Source: an optimization exercise on an open RTL-to-GDS flow (aim: small area, a short achievable clock period and few clock cycles per item). Production flows keep margins and buffers that such runs may drop. In this exercise RTL edits were held to simulation tests only and were not proved equivalent to the original.

==> flow/design.v <==
module fpu_as_s1
  (
   input [31:0]      opa_i,
   input [31:0]      opb_i,
   output [27:0]     fa_o,
   output [27:0]     fb_o,
   output [7:0]      exp_o
   );
   wire [7:0] 	     s_expa = opa_i[30:23];
   wire [7:0] 	     s_expb = opb_i[30:23];
   wire [22:0] 	     s_fracta = opa_i[22:0];
   wire [22:0] 	     s_fractb = opb_i[22:0];
   wire 	     s_expa_gt_expb = s_expa > s_expb;
   wire 	     s_opa_dn = !(|s_expa);
   wire 	     s_opb_dn = !(|s_expb);
   assign exp_o = s_expa_gt_expb ? s_expa : s_expb;
   wire [27:0] 	     s_fracta_28 = {1'b0, !s_opa_dn, s_fracta, 3'b000};
   wire [27:0] 	     s_fractb_28 = {1'b0, !s_opb_dn, s_fractb, 3'b000};
   reg [7:0] 	     s_exp_diff;
   always @*
     case ({s_expa_gt_expb, s_opa_dn ^ s_opb_dn})
       2'b00: s_exp_diff = s_expb - s_expa;
       2'b01: s_exp_diff = s_expb - (s_expa + 8'd1);
       2'b10: s_exp_diff = s_expa - s_expb;
       default: s_exp_diff = s_expa - (s_expb + 8'd1);
     endcase
   wire [27:0] 	     s_fract_sm_28 = s_expa_gt_expb ? s_fractb_28 : s_fracta_28;
   wire [27:0] 	     s_fract_shr_28 = s_fract_sm_28 >> s_exp_diff;
   wire [27:0] 	     s_lost_mask = ~(28'hfffffff << s_exp_diff);
   wire 	     s_sticky = |(s_fract_sm_28 & s_lost_mask);
   wire [27:0] 	     fa = s_expa_gt_expb ? s_fracta_28 :
			  {s_fract_shr_28[27:1], (s_sticky | s_fract_shr_28[0])};
   wire [27:0] 	     fb = s_expa_gt_expb ? {s_fract_shr_28[27:1], (s_sticky | s_fract_shr_28[0])} :
			  s_fractb_28;
   assign fa_o = fa;
   assign fb_o = fb;
endmodule
module fpu_as_add
  (
   input [27:0]      fa,
   input [27:0]      fb,
   input 	     signa,
   input 	     signb,
   input 	     fpu_op_i,
   output [27:0]     fract_o,
   output 	     sign_o
   );
   wire [28:0] 	     d_ab = {1'b0, fa} - {1'b0, fb};
   wire [28:0] 	     d_ba = {1'b0, fb} - {1'b0, fa};
   wire 	     fa_gt_fb = d_ba[28];
   wire 	     fa_eq_fb = fa == fb;
   wire 	     s_addop = ((signa ^ signb) & !fpu_op_i) | ((signa ^~ signb) & fpu_op_i);
   assign fract_o = s_addop ? (fa_gt_fb ? d_ab[27:0] : d_ba[27:0]) : fa + fb;
   wire 	     fract_zero = s_addop ? fa_eq_fb : !(|fa) & !(|fb);
   assign sign_o = (fract_zero & !(signa & signb)) ? 1'b0 :
		   (!signa & (!fa_gt_fb & (fpu_op_i ^ signb))) |
		   (signa & (fa_gt_fb | (fpu_op_i ^ signb)));
endmodule
module fpu_as_s2a
  (
   input [27:0]      fract_28_i,
   input [7:0] 	     exp_i,
   output [27:0]     fracto28_1_o,
   output [8:0]      expo9_1_o,
   output 	     x_sticky_o,  
   output 	     x_lost_o,  
   output 	     zero_fract_o
   );
   wire 	     s_carry = fract_28_i[27];
   reg [5:0] 	     lzeroes;
   integer 	     i;
   always @* begin
      lzeroes = 6'd27;
      for (i = 0; i < 27; i = i + 1)
	if (fract_28_i[i]) lzeroes = 6'd26 - i;
   end
   wire [5:0] 	     s_zeros = s_carry ? 6'd0 : lzeroes;
   wire [9:0] 	     s_exp10 = {2'd0, exp_i} + {9'd0, s_carry} - {4'd0, s_zeros};
   reg [5:0] 	     s_shl1;
   reg 		     s_shr1;
   reg [8:0] 	     s_expo9_1;
   always @* begin
      if (s_exp10[9] | !(|s_exp10)) begin
	 s_shr1 = 1'b0;
	 s_expo9_1 = 9'd1;
	 s_shl1 = (|exp_i) ? exp_i[5:0] - 6'd1 : 6'd0;
      end else if (s_exp10[8]) begin
	 s_shr1 = 1'b0;
	 s_shl1 = 6'd0;
	 s_expo9_1 = 9'b011111111;
      end else begin
	 s_shr1 = s_carry;
	 s_shl1 = s_zeros;
	 s_expo9_1 = s_exp10[8:0];
      end
   end
   assign fracto28_1_o = s_shr1 ? {1'b0, fract_28_i[27:1]} : fract_28_i << s_shl1;
   assign expo9_1_o = s_expo9_1;
   assign x_sticky_o = fract_28_i[0] & fract_28_i[27];
   assign x_lost_o = s_shr1 & fract_28_i[0];
   assign zero_fract_o = s_zeros == 6'd27 & !fract_28_i[27];
endmodule
module fpu_as_s2b
  (
   input [27:0]      s_fracto28_1,
   input [8:0] 	     s_expo9_1,
   input 	     x_sticky,
   input 	     x_lost,
   input 	     s_zero_fract,
   input 	     sign_i,
   input [3:0] 	     rm_i,  
   input 	     nan_in,  
   input 	     nan_op,  
   input 	     nan_sign,
   input 	     inf_in,  
   output [31:0]     output_o,
   output 	     ine_o,
   output 	     sp_nan_o,  
   output 	     sp_inf_o  
   );
   localparam [30:0] INF = 31'b1111111100000000000000000000000;
   localparam [30:0] QNAN = 31'b1111111110000000000000000000000;
   wire [8:0] 	     s_expo9_2 = (s_fracto28_1[27:26] == 2'b00) ? s_expo9_1 - 9'd1 : s_expo9_1;
   wire 	     s_sticky = s_fracto28_1[0] | x_sticky;
   wire 	     s_roundup = (rm_i[0] & (s_fracto28_1[2] & ((s_fracto28_1[1] | s_sticky) | s_fracto28_1[3]))) |
				 (rm_i[2] & ((s_fracto28_1[2] | s_fracto28_1[1] | s_sticky) & !sign_i)) |
				 (rm_i[3] & ((s_fracto28_1[2] | s_fracto28_1[1] | s_sticky) & sign_i));
   wire [27:0] 	     s_fracto28_rnd = s_roundup ? s_fracto28_1 + 28'd8 : s_fracto28_1;
   wire 	     s_shr2 = s_fracto28_rnd[27];
   wire [8:0] 	     s_expo9_3 = (s_shr2 & s_expo9_2 != 9'b011111111) ? s_expo9_2 + 9'd1 : s_expo9_2;
   wire [27:0] 	     s_fracto28_2 = s_shr2 ? {1'b0, s_fracto28_rnd[27:1]} : s_fracto28_rnd;
   wire 	     s_lost = x_lost | (s_shr2 & s_fracto28_rnd[0]) | (|s_fracto28_2[2:0]);
   wire 	     s_overflow = s_expo9_3 == 9'b011111111 & !inf_in;
   assign ine_o = (s_lost | s_overflow) & !inf_in;
   assign sp_nan_o = nan_in | nan_op;
   assign sp_inf_o = !(nan_in | nan_op) & (inf_in | s_overflow);
   assign output_o = (nan_in | nan_op) ? {nan_sign, QNAN} :
		     inf_in | s_overflow ? {sign_i, INF} :
		     s_zero_fract ? {sign_i, 31'd0} :
		     {sign_i, s_expo9_3[7:0], s_fracto28_2[25:3]};
endmodule
module fpu_mul_s1
  (
   input [31:0]      opa_i,
   input [31:0]      opb_i,
   input 	     first,  
   input [35:0]      plo_i,  
   output [35:0]     prod_o,  
   output [9:0]      exp_10_o
   );
   wire [7:0] 	     s_expa = opa_i[30:23];
   wire [7:0] 	     s_expb = opb_i[30:23];
   wire 	     s_opa_dn = !(|s_expa);
   wire 	     s_opb_dn = !(|s_expb);
   wire [23:0] 	     fracta_24 = {!s_opa_dn, opa_i[22:0]};
   wire [23:0] 	     fractb_24 = {!s_opb_dn, opb_i[22:0]};
   wire [9:0] 	     s_expa_in = {2'd0, s_expa} + {9'd0, s_opa_dn};
   wire [9:0] 	     s_expb_in = {2'd0, s_expb} + {9'd0, s_opb_dn};
   assign exp_10_o = s_expa_in + s_expb_in - 10'b0001111111;
   wire [11:0] 	     bsel = first ? fractb_24[11:0] : fractb_24[23:12];
   wire [23:0] 	     addend = first ? 24'd0 : plo_i[35:12];
   assign prod_o = fracta_24 * bsel + {12'd0, addend};
endmodule
module fpu_mul_s2
  (
   input [47:0]      fract_48_i,
   input [9:0] 	     exp_10_i,
   output [47:0]     frac2a_o,
   output [8:0]      expo1_o,
   output 	     lost_o
   );
   wire 	     s_carry = fract_48_i[47];
   reg [5:0] 	     s_zeros_l;
   reg [5:0] 	     s_r_zeros;
   integer 	     i;
   always @* begin
      s_zeros_l = 6'd46;
      for (i = 1; i < 47; i = i + 1)
	if (fract_48_i[i]) s_zeros_l = 6'd46 - i;
      s_r_zeros = 6'd48;
      for (i = 47; i >= 0; i = i - 1)
	if (fract_48_i[i]) s_r_zeros = i;
   end
   wire [5:0] 	     s_zeros = s_carry ? 6'd0 : s_zeros_l;
   wire [9:0] 	     s_exp_10a = exp_10_i + {9'd0, s_carry};
   wire [9:0] 	     s_exp_10b = s_exp_10a - {4'd0, s_zeros};
   wire 	     c_a = s_exp_10a[9] | !(|s_exp_10a);
   wire 	     c_b = s_exp_10b[9] | !(|s_exp_10b);
   wire [9:0] 	     v_shr1 = c_a ? 10'd1 - s_exp_10a + {9'd0, s_carry} :
			      c_b ? 10'd0 :
			      s_exp_10b[8] ? 10'd0 : {9'd0, s_carry};
   wire [9:0] 	     v_shl1 = c_a ? 10'd0 :
			      c_b ? {4'd0, s_zeros} - s_exp_10a :
			      s_exp_10b[8] ? 10'd0 : {4'd0, s_zeros};
   assign expo1_o = c_a ? 9'd1 : c_b ? 9'd1 : s_exp_10b[8] ? 9'b011111111 : s_exp_10b[8:0];
   wire [5:0] 	     s_shr2 = v_shr1[6] ? 6'b111111 : v_shr1[5:0];
   wire [5:0] 	     s_shl2 = v_shl1[5:0];
   assign frac2a_o = (|s_shr2) ? fract_48_i >> s_shr2 : fract_48_i << s_shl2;
   assign lost_o = s_shr2 > s_r_zeros;
endmodule
module fpu_mul_s3
  (
   input [47:21]     frac2a_i,  
   input 	     sticky_i,  
   input 	     inelow_i,  
   input [8:0] 	     expo1_i,
   input 	     sign_i,
   input [3:0] 	     rm_i,  
   input 	     nan_in,
   input 	     nan_op,
   input 	     inf_in,
   input 	     op_0,
   output [31:0]     output_o,
   output 	     ine_o,
   output 	     sp_nan_o,  
   output 	     sp_inf_o  
   );
   localparam [30:0] INF = 31'b1111111100000000000000000000000;
   localparam [30:0] QNAN = 31'b1111111110000000000000000000000;
   wire [8:0] 	     s_expo2b = frac2a_i[46] ? expo1_i : expo1_i - 9'd1;
   wire 	     s_guard = frac2a_i[22];
   wire 	     s_round = frac2a_i[21];
   wire 	     s_sticky = sticky_i;
   wire 	     s_roundup = (rm_i[0] & (s_guard & ((s_round | s_sticky) | frac2a_i[23]))) |
				 (rm_i[2] & ((s_guard | s_round | s_sticky) & !sign_i)) |
				 (rm_i[3] & ((s_guard | s_round | s_sticky) & sign_i));
   wire [24:0] 	     s_frac_inc = frac2a_i[47:23] + 25'd1;
   wire [24:0] 	     s_frac_rnd = s_roundup ? s_frac_inc : frac2a_i[47:23];
   wire 	     s_shr3 = s_frac_rnd[24];
   wire [8:0] 	     s_expo3 = (s_shr3 & (s_expo2b != 9'b011111111)) ? s_expo2b + 9'd1 : s_expo2b;
   wire [24:0] 	     s_frac3 = (s_shr3 & (s_expo2b != 9'b011111111)) ? {1'b0, s_frac_rnd[24:1]} : s_frac_rnd;
   wire 	     s_overflow = (s_expo3 == 9'b011111111) & !inf_in;
   assign ine_o = !op_0 & (inelow_i | s_overflow);
   assign sp_nan_o = nan_in | nan_op;
   assign sp_inf_o = !(nan_in | nan_op) & (inf_in | s_overflow);
   assign output_o = (nan_in | nan_op) ? {sign_i, QNAN} :
		     inf_in | s_overflow ? {sign_i, INF} :
		     op_0 ? {sign_i, 31'd0} :
		     {sign_i, s_expo3[7:0], s_frac3[22:0]};
endmodule
module fpu_div_s1
  (
   input [31:0]      opa_i,
   input [31:0]      opb_i,
   output [23:0]     dvdnd_o,
   output [23:0]     dvsor_o,
   output [9:0]      exp_10_o
   );
   wire [7:0] 	     s_expa = opa_i[30:23];
   wire [7:0] 	     s_expb = opb_i[30:23];
   wire 	     s_opa_dn = !(|s_expa);
   wire 	     s_opb_dn = !(|s_expb);
   wire [23:0] 	     s_fracta_24 = {!s_opa_dn, opa_i[22:0]};
   wire [23:0] 	     s_fractb_24 = {!s_opb_dn, opb_i[22:0]};
   reg [4:0] 	     s_dvd_zeros;
   reg [4:0] 	     s_div_zeros;
   integer 	     i;
   always @* begin
      s_dvd_zeros = 5'd24;
      s_div_zeros = 5'd24;
      for (i = 0; i < 24; i = i + 1) begin
	 if (s_fracta_24[i]) s_dvd_zeros = 5'd23 - i;
	 if (s_fractb_24[i]) s_div_zeros = 5'd23 - i;
      end
   end
   assign dvdnd_o = s_fracta_24 << s_dvd_zeros;
   assign dvsor_o = s_fractb_24 << s_div_zeros;
   wire [9:0] 	     s_expa_in = {2'd0, s_expa} + {9'd0, s_opa_dn};
   wire [9:0] 	     s_expb_in = {2'd0, s_expb} + {9'd0, s_opb_dn};
   assign exp_10_o = s_expa_in - s_expb_in + 10'b0001111111 -
		     {5'd0, s_dvd_zeros} + {5'd0, s_div_zeros};
endmodule
module fpu_div_step
  (
   input [27:0]      s_i,
   input [27:0]      c_i,
   input [24:0]      d_i,
   output [27:0]     s_o,
   output [27:0]     c_o,
   output 	     qpos_o,
   output 	     qneg_o
   );
   wire [27:0] 	     s2 = {s_i[26:0], 1'b0};
   wire [27:0] 	     c2 = {c_i[26:0], 1'b0};
   wire [3:0] 	     ya = s2[27:24];
   wire [3:0] 	     yb = c2[27:24];
   wire [3:0] 	     yg = ya & yb;
   wire [3:0] 	     yp = ya ^ yb;
   wire 	     yc3 = yg[2] | (yp[2] & yg[1]) | (yp[2] & yp[1] & yg[0]);
   wire 	     ysign = yp[3] ^ yc3;
   wire 	     yall1 = &yp;
   wire 	     q_pos = !ysign;
   wire 	     q_neg = ysign & !yall1;
   wire [27:0] 	     dx = {3'b000, d_i};
   wire [27:0] 	     t = ({28{q_pos}} & ~dx) | ({28{q_neg}} & dx);
   assign s_o = s2 ^ c2 ^ t;
   assign c_o = {(s2[26:0] & c2[26:0]) | (s2[26:0] & t[26:0]) | (c2[26:0] & t[26:0]), q_pos};
   assign qpos_o = q_pos;
   assign qneg_o = q_neg;
endmodule
module fpu_div_fin
  (
   input [27:0]      s_i,
   input [27:0]      c_i,
   input [27:0]      qp_i,
   input [27:0]      qn_i,
   input [24:0]      d_i,
   output [26:0]     qutnt_o,
   output 	     rmndr_nz_o
   );
   wire [27:0] 	     w = s_i + c_i;
   wire [27:0] 	     wd = s_i + c_i + {3'b000, d_i};
   wire 	     neg = w[27];
   wire [27:0] 	     q_0 = qp_i - qn_i;
   wire [27:0] 	     q_m = qp_i + ~qn_i;
   wire [27:0] 	     qf = neg ? q_m : q_0;
   assign qutnt_o = qf[27:1];
   assign rmndr_nz_o = neg ? |wd : |w;
endmodule
module fpu_div_s2a
  (
   input [26:0]      qutnt_i,
   input [9:0] 	     exp_10_i,
   output [26:0]     fraco1_o,
   output [8:0]      expo2_o,
   output 	     lost0_o,  
   output 	     lost1_o  
   );
   wire 	     s_qutdn = !qutnt_i[26];
   wire [9:0] 	     eb0 = exp_10_i;
   wire [9:0] 	     eb1 = exp_10_i - 10'd1;
   wire 	     cb0 = eb0[9] | !(|eb0);
   wire 	     cb1 = eb1[9] | !(|eb1);
   wire [9:0] 	     vr0 = cb0 ? 10'd1 - eb0 : 10'd0;
   wire [9:0] 	     vr1 = cb1 ? (10'd1 - eb1) - 10'd1 : 10'd0;
   wire [9:0] 	     vl1 = cb1 ? 10'd0 : eb1[8] ? 10'd0 : 10'd1;
   wire [8:0] 	     e1_0 = cb0 ? 9'd1 : eb0[8:0];
   wire [8:0] 	     e1_1 = cb1 ? 9'd1 : eb1[8:0];
   wire [5:0] 	     sr0 = vr0[6] ? 6'b111111 : vr0[5:0];
   wire [5:0] 	     sr1 = vr1[6] ? 6'b111111 : vr1[5:0];
   wire [8:0] 	     e1m_0 = e1_0 - 9'd1;
   wire [8:0] 	     e1m_1 = e1_1 - 9'd1;
   wire [5:0] 	     s_shr1 = s_qutdn ? sr1 : sr0;
   wire [5:0] 	     s_shl1 = s_qutdn ? vl1[5:0] : 6'd0;
   wire 	     s_right = s_qutdn ? (|sr1) : (|sr0);
   wire [8:0] 	     s_expo1 = s_qutdn ? e1_1 : e1_0;
   wire [8:0] 	     s_expo1m = s_qutdn ? e1m_1 : e1m_0;
   wire [26:0] 	     s_fraco1 = s_right ? qutnt_i >> s_shr1 : qutnt_i << s_shl1;
   assign fraco1_o = s_fraco1;
   assign expo2_o = s_fraco1[26] ? s_expo1 : s_expo1m;
   reg [5:0] 	     s_r_zeros;
   integer 	     i;
   always @* begin
      s_r_zeros = 6'd27;
      for (i = 26; i >= 0; i = i - 1)
	if (qutnt_i[i]) s_r_zeros = i;
   end
   assign lost0_o = s_shr1 > s_r_zeros;
   assign lost1_o = (s_shr1 + 6'd1) > s_r_zeros;
endmodule
module fpu_div_s2b
  (
   input [26:0]      s_fraco1,
   input [8:0] 	     s_expo2,
   input 	     lost0,
   input 	     lost1,
   input 	     rmndr_nz_i,
   input 	     sign_i,
   input [3:0] 	     rm_i,  
   input 	     nan_in,
   input 	     infa,
   input 	     infb,
   input 	     opa_0,
   input 	     opb_0,
   output [31:0]     output_o,
   output 	     ine_o,
   output 	     sp_nan_o,  
   output 	     sp_inf_o  
   );
   localparam [30:0] INF = 31'b1111111100000000000000000000000;
   localparam [30:0] QNAN = 31'b1111111110000000000000000000000;
   wire 	     s_guard = s_fraco1[2];
   wire 	     s_round = s_fraco1[1];
   wire 	     s_sticky = s_fraco1[0] | rmndr_nz_i;
   wire 	     s_roundup = (rm_i[0] & (s_guard & ((s_round | s_sticky) | s_fraco1[3]))) |
				 (rm_i[2] & ((s_guard | s_round | s_sticky) & !sign_i)) |
				 (rm_i[3] & ((s_guard | s_round | s_sticky) & sign_i));
   wire [24:0] 	     s_frac_inc = {1'b0, s_fraco1[26:3]} + 25'd1;
   wire [24:0] 	     s_frac_rnd = s_roundup ? s_frac_inc : {1'b0, s_fraco1[26:3]};
   wire 	     s_shr2 = s_frac_rnd[24];
   wire [8:0] 	     s_expo3 = s_shr2 ? s_expo2 + 9'd1 : s_expo2;
   wire [24:0] 	     s_fraco2 = s_shr2 ? {1'b0, s_frac_rnd[24:1]} : s_frac_rnd;
   wire 	     s_lost = s_shr2 ? lost1 : lost0;
   wire 	     s_op_0 = opa_0 | opb_0;
   wire 	     s_opab_0 = opa_0 & opb_0;
   wire 	     s_nan_op = (infa & infb) | s_opab_0;
   wire 	     s_inf_result = (&s_expo3[7:0]) | s_expo3[8] | opb_0;
   wire 	     s_overflow = s_inf_result & !infa & !opb_0;
   assign ine_o = !s_op_0 & (s_lost | (|s_fraco1[2:0]) | s_overflow | rmndr_nz_i);
   assign sp_nan_o = nan_in | s_nan_op;
   assign sp_inf_o = !(nan_in | s_nan_op) & (infa | s_overflow | s_inf_result);
   assign output_o = (nan_in | s_nan_op) ? {sign_i, QNAN} :
		     infa | s_overflow | s_inf_result ? {sign_i, INF} :
		     s_op_0 | infb ? {sign_i, 31'd0} :
		     {sign_i, s_expo3[7:0], s_fraco2[22:0]};
endmodule
module fpu_conv_s1
  (
   input [31:0]      opa,
   input 	     op_f2i,  
   input [1:0] 	     rmode,
   output [22:0]     fract_out,
   output 	     r_o,
   output 	     s_o,
   output [7:0]      exp_out,
   output 	     exp_in_lt_half_o,
   output 	     f2i_zero_o,
   output 	     f2i_max_o,
   output 	     fract_in_00_o,
   output 	     fract_in_lo_nz_o,
   output 	     sign_a_o,
   output 	     sign_b_o
   );
   wire 	     opas = opa[31];
   wire [7:0] 	     expa = opa[30:23];
   wire 	     opa_inf = (&expa) & !(|opa[22:0]);
   wire 	     opa_nan = (&expa) & (|opa[22:0]);
   wire [7:0] 	     exp_in = op_f2i ? expa : 8'd0;
   wire [47:0] 	     fract_in = op_f2i ?
			       (opas ? 48'd1 - {24'h00, (|expa), opa[22:0]} - 48'd1 :
				{24'h0, (|expa), opa[22:0]}) :
			       (opas ? 48'd1 - {opa[30:0], 17'h01} : {opa[30:0], 17'h0});
   reg [5:0] 	     fi_ldz;
   integer 	     i;
   always @* begin
      fi_ldz = 6'd48;
      for (i = 1; i < 48; i = i + 1)
	if (fract_in[i]) fi_ldz = 6'd48 - i;
   end
   wire 	     fract_in_00 = !(|fract_in);
   wire 	     rmode_00 = rmode == 2'b00;
   wire 	     rmode_11 = rmode == 2'b11;
   wire 	     exp_in_00 = !(|exp_in);
   wire [7:0] 	     f2i_emin = rmode_00 ? 8'h7e : 8'h7f;
   wire 	     f2i_exp_gt_max = exp_in > 8'h9d;
   wire 	     f2i_exp_lt_min = exp_in < f2i_emin;
   wire 	     f2i_zero = (((f2i_exp_lt_min & (opas & (!rmode_11 | fract_in_00))) |
				  (f2i_exp_lt_min & !opas) |
				  (f2i_exp_gt_max & opas))
				 & !(&exp_in)) |
			        (opa_inf & opas) |
			        (fract_in_00 & exp_in_00);
   wire 	     f2i_max = ((((!opas & f2i_exp_gt_max) |
				  (f2i_exp_lt_min & !fract_in_00 & rmode_11 & opas))
				 & !(&exp_in)) |
				(opa_nan | (opa_inf & !opas))) &
			       !(opas & fract_in_00 & exp_in_00);
   wire [7:0] 	     f2i_shft = exp_in - 8'h7d;
   wire [7:0] 	     conv_shft = op_f2i ? f2i_shft : {2'h0, fi_ldz};
   wire [55:0] 	     fract_in_shft56 = {{8{fract_in[47]}}, fract_in} << conv_shft[5:0];
   wire [47:0] 	     fract_in_shftl = (|conv_shft[7:6] | (f2i_zero & op_f2i)) ?
				      48'd0 : fract_in_shft56[47:0];
   assign fract_out = fract_in_shftl[47:25];
   assign r_o = fract_in_shftl[24];
   assign s_o = |fract_in_shftl[23:0];
   wire [7:0] 	     exp_i2f = fract_in_00 ? (opas ? 8'h9e : 8'd0) : (8'h9e - {2'd0, fi_ldz});
   wire [7:0] 	     exp_f2i_1 = (|f2i_shft[7:6]) ? 8'd0 : fract_in_shft56[55:48];
   wire [7:0] 	     exp_f2i = f2i_zero ? 8'd0 : f2i_max ? 8'hff : exp_f2i_1;
   assign exp_out = op_f2i ? exp_f2i : exp_i2f;
   assign exp_in_lt_half_o = exp_in < 8'h80;
   assign f2i_zero_o = f2i_zero;
   assign f2i_max_o = f2i_max;
   assign fract_in_00_o = fract_in_00;
   assign fract_in_lo_nz_o = |fract_in[23:0];
   assign sign_a_o = opas & f2i_exp_gt_max & f2i_zero;
   assign sign_b_o = opa_nan | (f2i_zero & !f2i_max & !(opa_inf & opas));
endmodule
module fpu_conv_s2
  (
   input [22:0]      fract_out,
   input 	     r,
   input 	     s,
   input [7:0] 	     exp_out,
   input 	     exp_in_lt_half,
   input 	     f2i_zero,
   input 	     f2i_max,
   input 	     fract_in_00,
   input 	     fract_in_lo_nz,
   input 	     sign_a,
   input 	     sign_b,
   input 	     opas,
   input 	     op_f2i,
   input [3:0] 	     rm,  
   output [31:0]     out,
   output 	     ine
   );
   wire 	     rmode_01 = rm[1];
   wire 	     rmode_10 = rm[2];
   wire 	     rmode_11 = rm[3];
   wire 	     sign = rmode_11 ? !opas : opas;
   wire 	     exp_out_ff = &exp_out;
   wire 	     exp_out_fe = &exp_out[7:1] & !exp_out[0];
   wire 	     fract_out_7fffff = &fract_out;
   wire [23:0] 	     fract_out_pl1 = fract_out + 24'd1;
   wire [7:0] 	     exp_out_pl1 = exp_out + 8'd1;
   wire 	     g = fract_out[0];
   wire 	     trunc_nz = r | s;
   wire 	     round = (g & r) | (r & s);
   wire 	     exp_rnd_adj0;
   wire [22:0] 	     fract_out_rnd0;
   assign {exp_rnd_adj0, fract_out_rnd0} = round ? fract_out_pl1 : {1'b0, fract_out};
   wire [7:0] 	     exp_out_rnd0 = exp_rnd_adj0 ? exp_out_pl1 : exp_out;
   wire [22:0] 	     fract_out_rnd1 = 1'b0 ? 23'h7fffff :
				      (op_f2i & trunc_nz & opas) ? fract_out_pl1[22:0] : fract_out;
   wire [7:0] 	     exp_out_rnd1 = (exp_out_ff & !op_f2i) ? 8'd0 :
				    (op_f2i & opas & trunc_nz & fract_out_pl1[23]) ? exp_out_pl1 : exp_out;
   wire 	     round2a = !exp_out_fe | !fract_out_7fffff | (exp_out_fe & fract_out_7fffff);
   wire 	     round2_fasu = ((r | s) & !sign) & (!exp_out[7] | (exp_out[7] & round2a));
   wire 	     round2_f2i = rmode_10 & ((fract_in_lo_nz & !opas & exp_in_lt_half) | trunc_nz);
   wire 	     round2 = op_f2i ? round2_f2i : round2_fasu;
   wire 	     exp_rnd_adj2a;
   wire [22:0] 	     fract_out_rnd2a;
   assign {exp_rnd_adj2a, fract_out_rnd2a} = round2 ? fract_out_pl1 : {1'b0, fract_out};
   wire [7:0] 	     exp_out_rnd2a = exp_rnd_adj2a ? exp_out_pl1 : exp_out;
   wire [22:0] 	     fract_out_rnd2 = 1'b0 ? 23'h7fffff : fract_out_rnd2a;
   wire [7:0] 	     exp_out_rnd2 = (sign & exp_out_ff & !op_f2i) ? 8'hfe : exp_out_rnd2a;
   wire [7:0] 	     exp_out_rnd = ({8{rm[0]}} & exp_out_rnd0) | ({8{rm[1]}} & exp_out_rnd1) |
				   ({8{rm[2] | rm[3]}} & exp_out_rnd2);
   wire [22:0] 	     fract_out_rnd = ({23{rm[0]}} & fract_out_rnd0) | ({23{rm[1]}} & fract_out_rnd1) |
				     ({23{rm[2] | rm[3]}} & fract_out_rnd2);
   wire 	     exp_out_final_ff = &exp_out_final;
   wire 	     ovf0 = exp_out_final_ff & !rmode_01 & !op_f2i;
   wire [22:0] 	     fract_out_final = ovf0 ? 23'h0 : (f2i_max & op_f2i) ? 23'h7fffff : fract_out_rnd;
   wire [7:0] 	     exp_out_final = (f2i_max & op_f2i) ? 8'hff : exp_out_rnd;
   wire [30:0] 	     out_d = {exp_out_final, fract_out_final};
   wire 	     f2i_out_sign = sign_a ? 1'b1 :
				    (sign_b | (!(|out_d) & !f2i_zero)) ? 1'b0 : opas;
   assign out = {op_f2i ? f2i_out_sign : opas, out_d};
   wire 	     f2i_ine = (f2i_zero & !fract_in_00 & !opas) |
			       trunc_nz |
			       (f2i_zero & exp_in_lt_half & opas & !fract_in_00) |
			       (f2i_max & rmode_11 & exp_in_lt_half);
   assign ine = op_f2i ? f2i_ine : trunc_nz;
endmodule
module fpu_arith
  (
   clk,
   rst,
   opa_i,
   opb_i,
   fpu_op_i,
   rmode_i,
   output_o,
   start_i,
   ready_o,
   ine_o,
   overflow_o,
   underflow_o,
   div_zero_o,
   inf_o,
   zero_o,
   qnan_o,
   snan_o
   );
   input  clk;
   input  rst;
   input [31:0] opa_i;
   input [31:0] opb_i;
   input [2:0] 	fpu_op_i;
   input [1:0] 	rmode_i;
   input 	start_i;
   output reg 	ready_o;
   output reg [31:0] output_o;
   output reg 	     ine_o;
   output reg 	     overflow_o;
   output reg 	     underflow_o;
   output reg 	     div_zero_o;
   output reg 	     inf_o;
   output reg 	     zero_o;
   output reg 	     qnan_o;
   output reg 	     snan_o;
   localparam [30:0] QNAN = 31'b11111111_10000000000000000000000;
   localparam [30:0] SNAN = 31'b11111111_00000000000000000000001;
   reg 		     busy;
   reg [3:0] 	     cnt;
   wire 	     op_as = fpu_op_i[2:1] == 2'b00;
   wire 	     op_mul = fpu_op_i == 3'd2;
   wire 	     op_div = fpu_op_i == 3'd3;
   wire 	     op_cv = fpu_op_i[2];
   reg 		     mul_fast;
   wire 	     last = busy & (op_as ? cnt == 4'd0 :
				    op_mul ? (cnt == 4'd1 | mul_fast) : cnt == 4'd7);
   always @(posedge clk or posedge rst)
     if (rst) begin
	busy <= 1'b0;
	ready_o <= 1'b0;
	cnt <= 4'd0;
     end else begin
	if (start_i) begin
	   busy <= !op_cv;
	   ready_o <= op_cv;
	   cnt <= 4'd0;
	end else if (last) begin
	   busy <= 1'b0;
	   ready_o <= 1'b1;
	end else begin
	   ready_o <= 1'b0;
	   cnt <= cnt + 4'd1;
	end
     end
   reg sel_as, sel_mul, sel_div, sel_cv;
   reg op0, rm0, rm1, rm2, rm3, sa, sb, sab, infa, infb, nana, nanb, za, zb;
   always @(posedge clk) begin
	sel_as <= op_as;
	sel_mul <= op_mul;
	sel_div <= op_div;
	sel_cv <= op_cv;
	op0 <= fpu_op_i[0];
	rm0 <= rmode_i == 2'd0;
	rm1 <= rmode_i == 2'd1;
	rm2 <= rmode_i == 2'd2;
	rm3 <= rmode_i == 2'd3;
	sa <= opa_i[31];
	sb <= opb_i[31];
	sab <= opa_i[31] ^ opb_i[31];
	infa <= &opa_i[30:23];
	infb <= &opb_i[30:23];
	nana <= (&opa_i[30:23]) & (|opa_i[22:0]);
	nanb <= (&opb_i[30:23]) & (|opb_i[22:0]);
	za <= !(|opa_i[30:0]);
	zb <= !(|opb_i[30:0]);
     end
   wire [3:0] rm_oh = {rm3, rm2, rm1, rm0};
   wire [27:0] as_fa_d, as_fb_d;
   wire [7:0]  as_exp_d;
   reg [27:0]  as_fa, as_fb;
   reg [7:0]   as_exp;
   fpu_as_s1 u_as_s1 (.opa_i(opa_i), .opb_i(opb_i), .fa_o(as_fa_d), .fb_o(as_fb_d), .exp_o(as_exp_d));
   always @(posedge clk) begin
	as_fa <= as_fa_d;
	as_fb <= as_fb_d;
	as_exp <= as_exp_d;
     end
   wire [27:0] as_fract_d;
   wire        as_sign_d;
   fpu_as_add u_as_add (.fa(as_fa), .fb(as_fb), .signa(sa), .signb(sb), .fpu_op_i(op0),
			.fract_o(as_fract_d), .sign_o(as_sign_d));
   wire [27:0] as_f1_d;
   wire [8:0]  as_e1_d;
   wire        as_xs_d, as_xl_d, as_zf_d;
   fpu_as_s2a u_as_s2a (.fract_28_i(as_fract_d), .exp_i(as_exp), .fracto28_1_o(as_f1_d),
			.expo9_1_o(as_e1_d), .x_sticky_o(as_xs_d), .x_lost_o(as_xl_d),
			.zero_fract_o(as_zf_d));
   reg [27:0]  as_f1;
   reg [8:0]   as_e1;
   reg 	       as_xs, as_xl, as_zf, as_sign, as_nsign;
   always @(posedge clk) begin
	as_f1 <= as_f1_d;
	as_e1 <= as_e1_d;
	as_xs <= as_xs_d;
	as_xl <= as_xl_d;
	as_zf <= as_zf_d;
	as_sign <= as_sign_d;
	as_nsign <= (nana & nanb) ? as_sign_d : nana ? sa : sb;
     end
   wire [31:0] as_out;
   wire        as_ine, as_spn, as_spi;
   fpu_as_s2b u_as_s2b
     (.s_fracto28_1(as_f1), .s_expo9_1(as_e1), .x_sticky(as_xs), .x_lost(as_xl),
      .s_zero_fract(as_zf), .sign_i(as_sign), .rm_i(rm_oh),
      .nan_in(nana | nanb),
      .nan_op(infa & infb & (sa ^ (op0 ^ sb))),
      .nan_sign(as_nsign),
      .inf_in(infa | infb),
      .output_o(as_out), .ine_o(as_ine), .sp_nan_o(as_spn), .sp_inf_o(as_spi));
   wire [35:0] mul_prod_d;
   wire [9:0]  mul_e_d;
   reg [47:0]  mul_m;
   reg [9:0]   mul_e;
   reg 	       mul_or;
   wire [47:0] mul_frac2a_d;
   wire [8:0]  mul_expo1_d;
   wire        mul_lost_d;
   fpu_mul_s1 u_mul_s1 (.opa_i(opa_i), .opb_i(opb_i), .first(!busy), .plo_i(mul_m[35:0]),
			.prod_o(mul_prod_d), .exp_10_o(mul_e_d));
   fpu_mul_s2 u_mul_s2 (.fract_48_i(mul_m), .exp_10_i(mul_e), .frac2a_o(mul_frac2a_d),
			.expo1_o(mul_expo1_d), .lost_o(mul_lost_d));
   wire [8:0]  mul_esum = {1'b0, opa_i[30:23]} + {1'b0, opb_i[30:23]};
   wire        mul_fast_d = (|opa_i[30:23]) & !(&opa_i[30:23]) &
	       (|opb_i[30:23]) & !(&opb_i[30:23]) &
	       (mul_esum >= 9'd128) & (mul_esum <= 9'd381);
   always @(posedge clk) begin
      mul_fast <= mul_fast_d;
      if (!busy)
	mul_m <= {12'd0, mul_prod_d};
      else if (cnt == 4'd0)
	mul_m <= {mul_prod_d, mul_m[11:0]};
      else
	mul_m <= mul_frac2a_d;
      if (busy & cnt != 4'd0)
	mul_e <= {1'b0, mul_expo1_d};
      else
	mul_e <= mul_e_d;
      if (cnt == 4'd0)
	mul_or <= |{mul_prod_d[8:0], mul_m[11:0]};
      else
	mul_or <= (|mul_frac2a_d[20:0]) | mul_lost_d;
   end
   wire        mul_sh = mul_fast & mul_m[47];
   wire [47:21] mul_fx = mul_sh ? {1'b0, mul_m[47:22]} : mul_m[47:21];
   wire [8:0]  mul_ex = mul_e[8:0] + {8'd0, mul_sh};
   wire [31:0] mul_out;
   wire        mul_ine, mul_spn, mul_spi;
   fpu_mul_s3 u_mul_s3
     (.frac2a_i(mul_fx), .sticky_i(mul_or | (mul_sh & mul_m[21])),
      .inelow_i(mul_or | mul_m[21] | mul_m[22] | (mul_sh & mul_m[23])),
      .expo1_i(mul_ex), .sign_i(sab),
      .rm_i(rm_oh), .nan_in(nana | nanb), .nan_op((infa | infb) & (za | zb)),
      .inf_in(infa | infb), .op_0(za | zb),
      .output_o(mul_out), .ine_o(mul_ine), .sp_nan_o(mul_spn), .sp_inf_o(mul_spi));
   wire [23:0] div_a_d, div_b_d;
   wire [9:0]  div_e_d;
   reg [27:0]  div_s, div_c, div_dp, div_dn;
   reg [23:0]  div_b;
   reg [9:0]   div_e;
   fpu_div_s1 u_div_s1 (.opa_i(opa_i), .opb_i(opb_i), .dvdnd_o(div_a_d), .dvsor_o(div_b_d),
			.exp_10_o(div_e_d));
   wire [24:0] div_d = {div_b, 1'b0};
   wire [27:0] st_s [0:4];
   wire [27:0] st_c [0:4];
   wire [3:0]  st_qp, st_qn;
   assign st_s[0] = div_s;
   assign st_c[0] = div_c;
   genvar      gi;
   generate
      for (gi = 0; gi < 4; gi = gi + 1) begin : g_st
	 fpu_div_step u_st
	      (.s_i(st_s[gi]), .c_i(st_c[gi]), .d_i(div_d),
	       .s_o(st_s[gi+1]), .c_o(st_c[gi+1]), .qpos_o(st_qp[3-gi]), .qneg_o(st_qn[3-gi]));
      end
   endgenerate
   always @(posedge clk) begin
      div_b <= div_b_d;
      div_e <= div_e_d;
      if (!busy) begin
	 div_s <= {4'd0, div_a_d};
	 div_c <= 28'd0;
	 div_dp <= 28'd0;
	 div_dn <= 28'd0;
      end else begin
	 div_s <= st_s[4];
	 div_c <= st_c[4];
	 div_dp <= {div_dp[23:0], st_qp};
	 div_dn <= {div_dn[23:0], st_qn};
      end
   end
   wire [26:0] div_qf;
   wire        div_rnz_d;
   fpu_div_fin u_div_fin (.s_i(div_s), .c_i(div_c), .qp_i(div_dp), .qn_i(div_dn), .d_i(div_d),
			  .qutnt_o(div_qf), .rmndr_nz_o(div_rnz_d));
   wire [26:0] div_f1_d;
   wire [8:0]  div_e2_d;
   wire        div_l0_d, div_l1_d;
   reg [26:0]  div_f1;
   reg [8:0]   div_e2;
   reg 	       div_l0, div_l1, div_rnz;
   fpu_div_s2a u_div_s2a (.qutnt_i(div_qf), .exp_10_i(div_e), .fraco1_o(div_f1_d),
			  .expo2_o(div_e2_d), .lost0_o(div_l0_d), .lost1_o(div_l1_d));
   always @(posedge clk) begin
	div_f1 <= div_f1_d;
	div_e2 <= div_e2_d;
	div_l0 <= div_l0_d;
	div_l1 <= div_l1_d;
	div_rnz <= div_rnz_d;
     end
   wire [31:0] div_out;
   wire        div_ine, div_spn, div_spi;
   fpu_div_s2b u_div_s2b
     (.s_fraco1(div_f1), .s_expo2(div_e2), .lost0(div_l0), .lost1(div_l1),
      .rmndr_nz_i(div_rnz), .sign_i(sab),
      .rm_i(rm_oh), .nan_in(nana | nanb), .infa(infa), .infb(infb), .opa_0(za), .opb_0(zb),
      .output_o(div_out), .ine_o(div_ine), .sp_nan_o(div_spn), .sp_inf_o(div_spi));
   wire [22:0] cv_fract_d;
   wire        cv_r_d, cv_s_d;
   wire [7:0]  cv_exp_out_d;
   wire        cv_eh_d, cv_zero_d, cv_max_d, cv_f00_d, cv_lonz_d, cv_sa_d, cv_sb_d;
   reg [22:0]  cv_fract;
   reg 	       cv_r, cv_s;
   reg [7:0]   cv_exp_out;
   reg 	       cv_eh, cv_zero, cv_max, cv_f00, cv_lonz, cv_sa, cv_sb;
   fpu_conv_s1 u_cv_s1
     (.opa(opa_i), .op_f2i(fpu_op_i[0]), .rmode(rmode_i),
      .fract_out(cv_fract_d), .r_o(cv_r_d), .s_o(cv_s_d), .exp_out(cv_exp_out_d),
      .exp_in_lt_half_o(cv_eh_d),
      .f2i_zero_o(cv_zero_d), .f2i_max_o(cv_max_d), .fract_in_00_o(cv_f00_d),
      .fract_in_lo_nz_o(cv_lonz_d), .sign_a_o(cv_sa_d), .sign_b_o(cv_sb_d));
   always @(posedge clk) begin
	cv_fract <= cv_fract_d;
	cv_r <= cv_r_d;
	cv_s <= cv_s_d;
	cv_exp_out <= cv_exp_out_d;
	cv_eh <= cv_eh_d;
	cv_zero <= cv_zero_d;
	cv_max <= cv_max_d;
	cv_f00 <= cv_f00_d;
	cv_lonz <= cv_lonz_d;
	cv_sa <= cv_sa_d;
	cv_sb <= cv_sb_d;
     end
   wire [31:0] cv_out;
   wire        cv_ine;
   fpu_conv_s2 u_cv_s2
     (.fract_out(cv_fract), .r(cv_r), .s(cv_s), .exp_out(cv_exp_out),
      .exp_in_lt_half(cv_eh), .f2i_zero(cv_zero), .f2i_max(cv_max),
      .fract_in_00(cv_f00), .fract_in_lo_nz(cv_lonz), .sign_a(cv_sa), .sign_b(cv_sb),
      .opas(sa), .op_f2i(op0), .rm(rm_oh), .out(cv_out), .ine(cv_ine));
   localparam [30:0] MAXF = 31'b1111111_01111111_11111111_11111111;
   wire dz = zb & !za;
   wire as_z = !(|as_out[30:0]);
   wire as_e0 = !(|as_out[30:23]);
   wire as_ff = as_spn | as_spi;
   wire as_keep = rm0 | infa | infb | as_spn;
   wire as_sat = !as_keep & as_ff & (rm1 | (rm2 & as_out[31]) | (rm3 & !as_out[31]));
   wire as_negz = !as_keep & rm3 & as_z & (sa | (op0 ^ sb));
   wire [31:0] as_fo = {as_out[31] | as_negz, as_sat ? MAXF : as_out[30:0]};
   wire mul_z = !(|mul_out[30:0]);
   wire mul_e0 = !(|mul_out[30:23]);
   wire mul_ff = mul_spn | mul_spi;
   wire mul_keep = rm0 | infa | infb | mul_spn;
   wire mul_sat = !mul_keep & mul_ff & (rm1 | (rm2 & mul_out[31]) | (rm3 & !mul_out[31]));
   wire [31:0] mul_fo = {mul_out[31], mul_sat ? MAXF : mul_out[30:0]};
   wire div_z = !(|div_out[30:0]);
   wire div_e0 = !(|div_out[30:23]);
   wire div_ff = div_spn | div_spi;
   wire div_keep = rm0 | dz | infa | infb | div_spn;
   wire div_sat = !div_keep & div_ff & (rm1 | (rm2 & div_out[31]) | (rm3 & !div_out[31]));
   wire [31:0] div_fo = {div_out[31], div_sat ? MAXF : div_out[30:0]};
   wire cv_z = !(|cv_out[30:0]);
   wire cv_e0 = !(|cv_out[30:23]);
   wire cv_ff = &cv_out[30:23];
   wire cv_qn = cv_out[30:0] == QNAN;
   wire cv_sn = cv_out[30:0] == SNAN;
   wire cv_keep = rm0 | infa | infb | cv_qn;
   wire cv_sat = !cv_keep & cv_ff & (rm1 | (rm2 & cv_out[31]) | (rm3 & !cv_out[31]));
   wire [31:0] cv_fo = {cv_out[31], cv_sat ? MAXF : cv_out[30:0]};
   always @* begin
      output_o = ({32{sel_as}} & as_fo) | ({32{sel_mul}} & mul_fo) |
		 ({32{sel_div}} & div_fo) | ({32{sel_cv}} & cv_fo);
      ine_o = (sel_as & as_ine) | (sel_mul & mul_ine) | (sel_div & div_ine) | (sel_cv & cv_ine);
      overflow_o = (sel_as & as_ff & as_ine) | (sel_mul & mul_ff & mul_ine) |
		   (sel_div & div_ff & div_ine) | (sel_cv & cv_ff & cv_ine);
      underflow_o = (sel_as & as_e0 & as_ine) | (sel_mul & mul_e0 & mul_ine) |
		    (sel_div & div_e0 & div_ine) | (sel_cv & cv_e0 & cv_ine);
      div_zero_o = sel_div & dz & !infa;
      inf_o = (sel_as & as_spi) | (sel_mul & mul_spi) | (sel_div & div_spi) |
	      (sel_cv & cv_ff & !(cv_qn | cv_sn));
      zero_o = (sel_as & as_z) | (sel_mul & mul_z) | (sel_div & div_z) | (sel_cv & cv_z);
      qnan_o = (sel_as & as_spn) | (sel_mul & mul_spn) | (sel_div & div_spn) | (sel_cv & cv_qn);
      snan_o = sel_cv & cv_sn;
   end
endmodule
==> flow/run.sh <==
#!/bin/bash
# synth_recipe.tcl (not shown) runs the flow's synth.tcl, then flattens the netlist and writes it again
# the make line also repeats each setting of config.mk as NAME=value (left out here)
make -C /OpenROAD-flow-scripts/flow DESIGN_CONFIG=/design/flow/config.mk WORK_HOME=/design/flow/orfs CLKGATE_MAP_FILE= SYNTH_SCRIPT=/design/flow/synth_recipe.tcl finish
==> flow/config.mk <==
export PLATFORM = sky130hd
export DESIGN_NAME = fpu_arith
export DESIGN_NICKNAME = fpu_arith
export VERILOG_FILES = /design/flow/design.v
export SDC_FILE = /design/flow/constraint.sdc
export NUM_CORES = 4
export LEC_CHECK = 0
export ABC_AREA = 1
export CAP_MARGIN = 20
export CORE_MARGIN = 2
export CORE_UTILIZATION = 35
export SETUP_SLACK_MARGIN = 1.0
export SLEW_MARGIN = 20
==> flow/constraint.sdc <==
create_clock -name core_clock -period 9.0 [get_ports {clk}]
set_input_delay 1.8000 -clock core_clock [delete_from_list [all_inputs] [get_ports {clk}]]
set_output_delay 1.8000 -clock core_clock [all_outputs]
set_load 0.01 [all_outputs]
==> results of run 1 <==
-- cell type report --
cell class | instances | area [sq um] | share of cell area (%)
multi-input combinational | 8707 | 54200 | 64.5
inverter | 1517 | 5810 | 6.92
clock buffer | 61 | 1370 | 1.62
timing repair inverter | 3 | 20.0 | 0.0238
timing repair buffer | 1270 | 10700 | 12.7
clock inverter | 32 | 397 | 0.472
tap | 2526 | 3160 | 3.76
antenna | 8 | 20.0 | 0.0238
sequential | 408 | 8380 | 9.97
-- registers in the layout (all words and copies together), names as in the netlist, 4 cells and up --
name / cells
as_e1: 8
as_exp: 8
as_f1: 28
as_fa: 27
as_fb: 27
cnt: 4
cv_exp_out: 8
cv_fract: 23
div_b: 24
div_c: 25
div_dn: 28
div_dp: 28
div_e: 10
div_e2: 9
div_f1: 27
div_s: 28
mul_e: 10
mul_m: 48
-- what timing repair did --
item / 4_1_cts / 5_1_grt
pin swaps: 153 / 284
gates resized for setup: 498 / 566
setup buffers: 287 / 132
gates cloned: 6 / 13
setup endpoints to repair: 142 / 281
-- metrics by stage --
stage | utilization [%] | cells
finish | 43.7 | 14500
global route | 43.7 | 14500
CTS | 42.0 | 14400
detailed placement | 39.3 | 14000
global placement | 39.3 | 14000
floorplan | - | 11200
-- layout by cell type, fill, tap and decap left out, types with 46 or more instances in the layout --
cell                              netlist  layout
sky130_fd_sc_hd__nand2_1             2932    2819
sky130_fd_sc_hd__clkbuf_16              0      61
sky130_fd_sc_hd__nand3_2                8      80
sky130_fd_sc_hd__inv_2                 50      86
sky130_fd_sc_hd__o21ai_0              897     787
sky130_fd_sc_hd__o211ai_1             120     120
sky130_fd_sc_hd__nand3_1             1025     940
sky130_fd_sc_hd__o22ai_1               53      49
sky130_fd_sc_hd__nand4_1              160     160
sky130_fd_sc_hd__nor2_1               880     845
sky130_fd_sc_hd__a21oi_1              603     551
sky130_fd_sc_hd__inv_1               1435    1379
sky130_fd_sc_hd__xnor2_1               76      72
sky130_fd_sc_hd__nand2_2               15     110
sky130_fd_sc_hd__o21ai_2                8      70
sky130_fd_sc_hd__buf_4                 10    1043
sky130_fd_sc_hd__fa_1                 360     352
sky130_fd_sc_hd__nor3_1               126     111
sky130_fd_sc_hd__clkdlybuf4s50_1        0      46
sky130_fd_sc_hd__buf_6                  7      70
sky130_fd_sc_hd__dfxtp_1              390     366
sky130_fd_sc_hd__a31oi_1               66      62
sky130_fd_sc_hd__ha_1                 380     350
sky130_fd_sc_hd__o21ai_1              112     145
sky130_fd_sc_hd__xor2_1               320     304
sky130_fd_sc_hd__nor4_1                78      64
-- tightest hold or removal path: cells and delay by family, from the launching register on --
kind	cells	cell delay [ns]
buf+inv	1	0.03
flops	1	0.31
simple gates	1	0.06
-- routing by layer --
| metal | vias to the layer above | global-route usage, % | share of wire, % |
|---|---|---|---|
| met5 | - | 0 | 0.024 |
| met2 | 3791 | 50.3 | 43 |
| met4 | 12 | 17.6 | 6.5 |
| met1 | 38300 | 43.4 | 42 |
| li1 | 38200 | - | - |
| met3 | 798 | 5.64 | 8.5 |
-- worst min path at each step --
stage                 endpoint  cells past startpoint
global placement    div_dp[11]                      2
finish              div_dp[11]                      2
detailed placement  div_dp[11]                      2
CTS                 div_dp[11]                      2
global route        div_dp[14]                      2
floorplan           div_dp[10]                      2
-- cells by family after synthesis --
| logic type | synth area share [%] |
|---|---|
| AOI/OAI and AO/OA | 18.4 |
| xor gates and xnor gates | 5.25 |
| adders and majority gates | 17.7 |
| DFF | 12.3 |
| and+or+nand+nor | 33.9 |
| buffers and inverters | 12.0 |
| muxes | 0.465 |
==> summary.txt, run 1 <==
- Wires add up to 337,000 microns.
- The setup slack of the most critical reg-to-reg path is 0.86 ns.
- Max-cap violations in this run came to 0.
- In this design, the stage delay of the slowest critical-path cell is 0.54 ns.
- Buffers inserted during clock tree synthesis total 51.
- The flow ran to the end and the layout has no timing, DRC or antenna violations.
- The count of synthesis-stage warnings from yosys is 7.
- In the routed design, unresolved DRC markers number 0.
- Once the floorplan was initialized, standard cells occupied 35.1% of the core.
- STA puts the critical path data arrival time at 8.92 ns.
- Counting every net in the synthesized netlist gives 12.0k.
- Clock tree synthesis selected as its root buffer the cell sky130_fd_sc_hd__clkbuf_16.
- The final instance area is 84,000 sq um.
- The initial antenna violation count is 21.
- The number of instances in the synthesized netlist is 11.2k.
- The path length in cells of the critical path is 45.
- TritonCTS built the clock tree.
- The post-detailed-route count of antenna-violating nets is 0.
- The clock net in this run drives a total of 408 sinks.
- STA classifies the critical path startpoint as an input port.
- The first global-routing pass estimated 490,000 microns of wire.
- In this run the worst path has a maximum fanout of 4.
- The maximum operating frequency is 120 MHz.
- The max-slew violation count is 0.
- The H-tree depth is 2.
- The distinct cell type count after synthesis is 102.
- Each instance of the synthesized netlist takes up on average 6.04 sq um.
- The endpoint of the worst register-to-register path is mul_m[46].
- The kind of cell adding the most delay to the critical path is compound AO/OA/AOI/OAI gates.
- Across all layers, the routed design uses 81.1k vias.
- In this run the horizontal extent of the chip is 443 microns.
- The sequential share of the synthesized area is 12.3%.
- At the pin with the least slew margin, the transition time is 1.12 ns.
- The final worst-path cycle share is 92.9%.
- Between clock sinks in the finished design, the worst skew comes to 0.0357 ns.
- Buffers inserted to repair hold after CTS numbered 0.
- The number of hold-slack violations in the final timing report came to 0.
- For the worst-skew pair, the clock arrives at the later sink with an insertion delay of 0.67 ns.
- The number of failing setup endpoints in the final timing report is 0.
- In this run the most critical hold path is launched from div_dp[7].
- The length in cells of the worst reg-to-reg path is 43.
- By area the synthesized netlist is led by sky130_fd_sc_hd__nand2_1, sky130_fd_sc_hd__dfxtp_1, sky130_fd_sc_hd__fa_1.
- Of all flip-flops after synthesis, the portion carrying an async set or reset was 1.47%.
- The slowest stage cell on the critical path is sky130_fd_sc_hd__fa_1.
- The kind of end point of the critical path is a flop.
- Setup repair after global routing could not meet its margin everywhere.
- In this run the deepest clock path goes through 3 buffers.
- Summed over its instances, the top area cell type makes up 16.3% of the synthesized netlist area.
- Measured against its own limit, the worst slew margin works out to 25.5%.
- In this run the core area contains 161 standard-cell rows.
- Dividing the detail-routed wire length by the instance count gives 23.2 microns.
- The top flip-flop cell by instance count after synthesis is sky130_fd_sc_hd__dfxtp_1.
- From synthesis to final layout, the design area changed by 24.5%.
- The number of iterations in the first detailed-routing pass is 8.
- The total of fill cells in the finished design is 20.3k.
- The via count of the first global-routing pass is 76.4k.
- Global routing consumed, over all layers together, 32.7% of the routing resources.
- By count the netlist is led by sky130_fd_sc_hd__nand2_1, sky130_fd_sc_hd__inv_1, sky130_fd_sc_hd__nand3_1.
- The most critical setup path has its endpoint at mul_m[46].
- Once detailed placement completed, the half-perimeter wirelength came to 272,000 microns.
- The worst hold margin is 0.436 ns.
- Entering global routing, the biggest net connects 68 pins.
- The total buffers and inverters traversed by the critical path is 7.
- The type of the worst min-delay path is flop to flop.
- The number of DRC markers after the initial detailed-route iteration is 8,688.
- The worst setup timing slack at the placement stage is -1.09 ns.
- The number of enable flip-flop cells after synthesis is 12.
- For the worst setup path, the data required time is 9.56 ns.
- sky130_fd_sc_hd__nand2_1 takes more of the synthesized area than any other cell.
- Synthesis inferred 408 register bits.
- The instance area after placement is 75,500 sq um.
- The CTS clock-pin slew for the worst setup and hold paths is 0.06 ns.
- The fraction of layout instances using a drive strength above 1 is 17.2%.
- The setup slack after layout is 0.641 ns.
- After the last flow step, the layout net total stands at 12.8k.
- The path type of the worst setup path is input port to flop.
- The cell area after synthesis is 67,500 sq um.
- The final total negative setup slack is 0 ns.
- The height of the die is 443 microns.
- The area of the placeable core is 192,000 sq um.
- In this run the critical register-to-register path is launched from busy.
- The overall die area is 196,000 sq um.
- The congestion estimate from routability-driven global placement came to 1.07.
- The leftover overflow at the end of global routing is 0.
- Using the TritonRoute via totals, the vias-per-cell ratio works out to 5.58.
- The quantity of I/O buffers inserted on ports is 112.
- The launching element of the worst setup path is opb_i[0].
- The routed design could run at a clock period as short as 8.36 ns.
- By instance count, the leading cell after synthesis is sky130_fd_sc_hd__nand2_1.
- In this run the count of I/O pins placed on the die edge is 113.
Testbench counts, summed over its fixed seeds: cycles 40,382, ops 16,000.
==> inputs of run 2 (changes only) <==
--- a/flow/config.mk
+++ b/flow/config.mk
@@ -9,5 +9,5 @@
 export CAP_MARGIN = 20
 export CORE_MARGIN = 2
 export CORE_UTILIZATION = 35
-export SETUP_SLACK_MARGIN = 1.0
+export GPL_TIMING_DRIVEN = 0
 export SLEW_MARGIN = 20
==> run 2 against run 1 <==
  * The layout now fails its checks (setup timing)
  * Global-route usage is 2.9 points higher
  * Register-to-register slack worse by 0.90 ns
  * Synthesized cell count stayed put
  * Critical path depth is 1 higher
  * Final cell count is 3.4% lower
  * Clock skew is 0.0025 ns higher
  * Critical endpoint unchanged
==> summary.txt, run 2 <==
- The total via count in the routed design is 80.3k (-1.0%).
- The leftover overflow at the end of global routing is 0 (unchanged).
- The overall die area is 196,000 sq um (unchanged).
- By instance count, the cell type seen most on the critical path is sky130_fd_sc_hd__a21oi_2.
- The number of DRC markers after the initial detailed-route iteration came to 8,978 (+3.3%).
- The critical path arrival is 9.67 ns (+0.75 ns).
- The sequential share of the synthesized area is 12.3% (unchanged).
- The global-route track usage on met1 is 48.6% (+5.2 points).
- The final critical-path required period was 9.09 ns (+0.731 ns).
- Setup repair after global routing could not meet its margin everywhere.
- The most common cell after layout, fill and taps aside is sky130_fd_sc_hd__nand2_1.
- The flip-flop count of the largest register after layout is 48 (unchanged).
- The final worst-path cycle share is 101% (+8.1 points).
- The number of enable flip-flop cells after synthesis was 12 (unchanged).
- The synthesized area per cell came to 6.04 sq um (unchanged).
- The number of hold-slack violations in the final timing report was 0 (unchanged).
- The quantity of I/O buffers inserted on ports is 93 (-17%).
- The register with the highest flop count is mul_m.
- The final total negative setup slack is -0.0897 ns (-0.0897 ns).
- In the synthesized netlist the dominant register cell turns out to be sky130_fd_sc_hd__dfxtp_1.
- The headroom to the max-slew limit came to 21.2% (-4.3 points).
- The number of nets at the end of the flow is 12.3k (-4.0%).
- The flip-flop and latch count after synthesis is 408 (unchanged).
- The cell count of the worst hold path is 2 (unchanged).
- The tightest min-delay check is of the flop to flop type.
- The clock network latency to the later pin of the worst-skew pair is 0.71 ns (+0.04 ns).
- The maximum operating frequency is 110 MHz (-8.0%).
- The final routed wirelength across all metal layers was 364,000 microns (+8.2%).
- The via count of the first global-routing pass is 74.8k (-2.2%).
- The deepest clock path buffer count is 3 (unchanged).
- The post-route DRC violation count is 0 (unchanged).
- The length in cells of the worst reg-to-reg path is 46 (+7.0%).
- Yosys attributes the largest share of cell area to sky130_fd_sc_hd__nand2_1, sky130_fd_sc_hd__dfxtp_1, sky130_fd_sc_hd__fa_1.
- Yosys instantiated no cell more often than sky130_fd_sc_hd__nand2_1.
- The top cell types in the final layout, fill and taps aside, are sky130_fd_sc_hd__nand2_1, sky130_fd_sc_hd__inv_1, sky130_fd_sc_hd__nand3_1, sky130_fd_sc_hd__nor2_1, sky130_fd_sc_hd__o21ai_0.
- The starting density of the core is 35.1% (unchanged).
- The count of pins on the block boundary is 113 (unchanged).
- The quantity of hold-fixing buffers added after cts was 0 (unchanged).
- The cell area after synthesis is 67,500 sq um (unchanged).
- The H-tree depth came to 2 (unchanged).
- The fraction of met3 tracks used by global routing was 6.74% (+1.1 points).
- The area growth from synthesis to layout is 13.3%.
- The fraction of layout instances using a drive strength above 1 was 8.05% (-9.2 points).
- The routed wire length per instance came to 26.0 microns (+12%).
- The distinct cell type count after synthesis is 102 (unchanged).
- The number of clock buffers inserted by TritonCTS came to 52 (+2.0%).
- The global-route wire length before repair was 518,000 microns (+5.7%).
- The kind of end point of the critical path is a flop.
- The layout checks failed on setup timing.
- The slowest stage cell on the critical path is sky130_fd_sc_hd__fa_1.
- The worst setup timing slack at the placement stage was -3.27 ns (-2.18 ns).
- The number of iterations in the first detailed-routing pass is 9 (+1).
- The number of placement rows was 161 (unchanged).
- The CTS clock-pin slew for the worst setup and hold paths is 0.07 ns (about the same).
- The number of violations of the max-capacitance limit is 0 (unchanged).
- The half-perimeter wire length after placement is 306,000 microns (+12%).
- The worst hold margin is 0.431 ns (-0.00465 ns).
- The worst setup path is launched from an input port.
- The setup skew after layout came to 0.0382 ns (+0.00248 ns).
- The detailed-route vias per instance is 5.72 (+2.5%).
- The run finished, with violations left.
- The largest total area in the synthesized netlist belongs to sky130_fd_sc_hd__nand2_1.
- The share of the core filled with cells is 39.8% (-3.9 points).
- The largest net degree at the start of global routing is 22 (-68%).
- The share of the synthesized area in the top cell type is 16.3% (unchanged).
- The maximum fanout along the worst path came to 10 (+6).
- The commonest cells after synthesis are sky130_fd_sc_hd__nand2_1, sky130_fd_sc_hd__inv_1, sky130_fd_sc_hd__nand3_1.
- The TritonCTS clock tree is built.
- The tree is rooted in a sky130_fd_sc_hd__clkbuf_16.
- The aggregate global-route resource usage was 35.5% (+2.9 points).
- The height of the die came to 443 microns (unchanged).
- The setup slack after layout came to -0.0897 ns (-0.731 ns).
- The die width was 443 microns (unchanged).
- The max-slew violation count came to 0 (unchanged).
- The path type of the worst setup path is input port to flop.
- The share of synthesized flip-flops with an asynchronous set or reset is 1.47% (unchanged).
- The met2 track demand over resource came to 54.3% (+4.0 points).
- The post-detailed-route count of antenna-violating nets is 0 (unchanged).
- The total number of clock tree sinks is 408 (unchanged).
- The synthesized net count came to 12.0k (unchanged).
- The number of instances in the synthesized netlist came to 11.2k (unchanged).
- The count of synthesis-stage warnings from yosys is 7 (unchanged).
- The final estimated routing congestion in global placement came to 1.03 (-3.3%).
- The number of failing setup endpoints in the final timing report is 1 (+1).
- The largest incremental delay on the critical path is 0.57 ns (+0.03 ns).
- The slew at the pin closest to its max-slew limit is 1.18 ns (+0.0642 ns).
- The worst path required time is 9.58 ns (+0.02 ns).
- The initial antenna violation count is 30 (+43%).
- The area of the placeable core is 192,000 sq um (unchanged).
- The busiest layer in global routing is met2.
## run 2: cell counts after synthesis
No cell type changed its count.
## run 2: critical path, delay by kind of cell
family | cells | cell delay, ns
AOI/OAI and AO/OA | 20 | 2.85
adders and majority gates | 6 | 2.55
and+or+nand+nor | 11 | 1.11
buffers and inverters | 8 | 1.09
xor gates and xnor gates | 1 | 0.22
## run 2: worst paths after layout
path / slack, ns / to / startpoint
worst max-delay path: -0.09 / mul_m[46] / opb_i[15]
worst min-delay path: 0.43 / div_dp[14] / div_dp[10]
worst max register to register: -0.04 / mul_m[46] / busy
worst min register to register: 0.43 / div_dp[14] / div_dp[10]
max in group asynchronous: 7.08 / busy / rst
min in group asynchronous: 1.59 / ready_o / rst
## run 2: per-layer routing
metal,wire length (microns),share of wire (%)
met1,158000,43
met2,155000,43
met4,18300,5.0
met5,100,0.027
met3,32500,8.9
## run 2: cells by family after synthesis
logic type,Yosys count,share of synthesized area [%]
multiplexers,31,0.465
buffers and inverters,2071,12.0
XOR/XNOR,400,5.25
AND/OR/NAND/NOR,5358,33.9
AO/OA/AOI/OAI,2173,18.4
flip-flops,408,12.3
adder cells (fa/ha/maj),740,17.7
## run 2: area by class of cell
type                            instances  area, sq um
Multi-Input combinational cell       8702        52600
Timing Repair Buffer                  230         1980
Sequential cell                       408         8360
Fill cell                           21200       116000
Clock buffer                           57         1370
Buffer                                535         2580
Inverter                             1517         5770
Clock inverter                         39          562
Tap cell                             2526         3160
Antenna cell                           20         50.0
## run 2: timing repair
item                                    CTS  global route
pin swaps                                35            95
endpoints found under the setup margin  160           212
setup buffers                            54            80
resized for setup                       333           377
hold endpoints to repair                  0             0
## run 2: metrics by stage
step | cell area, sq um | instances
floorplan | 67500 | 11200
global placement | 71600 | 13800
detailed placement | 71700 | 13800
CTS | 74800 | 13900
global route | 76400 | 14000
finish | 76500 | 14000

==> static timing again, ports no longer ideal <==
The flow's constraints put no driver on any port. The routed layouts listed below were extracted and timed again, unchanged, in two steps.
Step 1 assumes that a clkbuf_16 drives the clock port and a buf_2 every other input.
Step 2 also shifts input and output timing later by t, the mid clock arrival at the registers, as if the neighbouring blocks saw the same clock.
a / b / c = no drivers / after step 1 / after step 2; a / b = the first two.
run	shift t [ns]	setup slack, ns	clock arrival spread, ns	worst data-port slew with drivers (ns)	cell pins on the clock port's net
run 1	0.742	0.641 / 0.653 / -0.048	0.039 / 0.039	0.11	1
run 2	0.792	-0.090 / -0.066 / -0.859	0.040 / 0.041	0.17	1
With both steps, setup timing fails in run 1, where it was met with ideal ports. For run 2, which loses most, drivers alone change the setup slack by +0.024 ns; drivers and shift together by -0.769 ns.
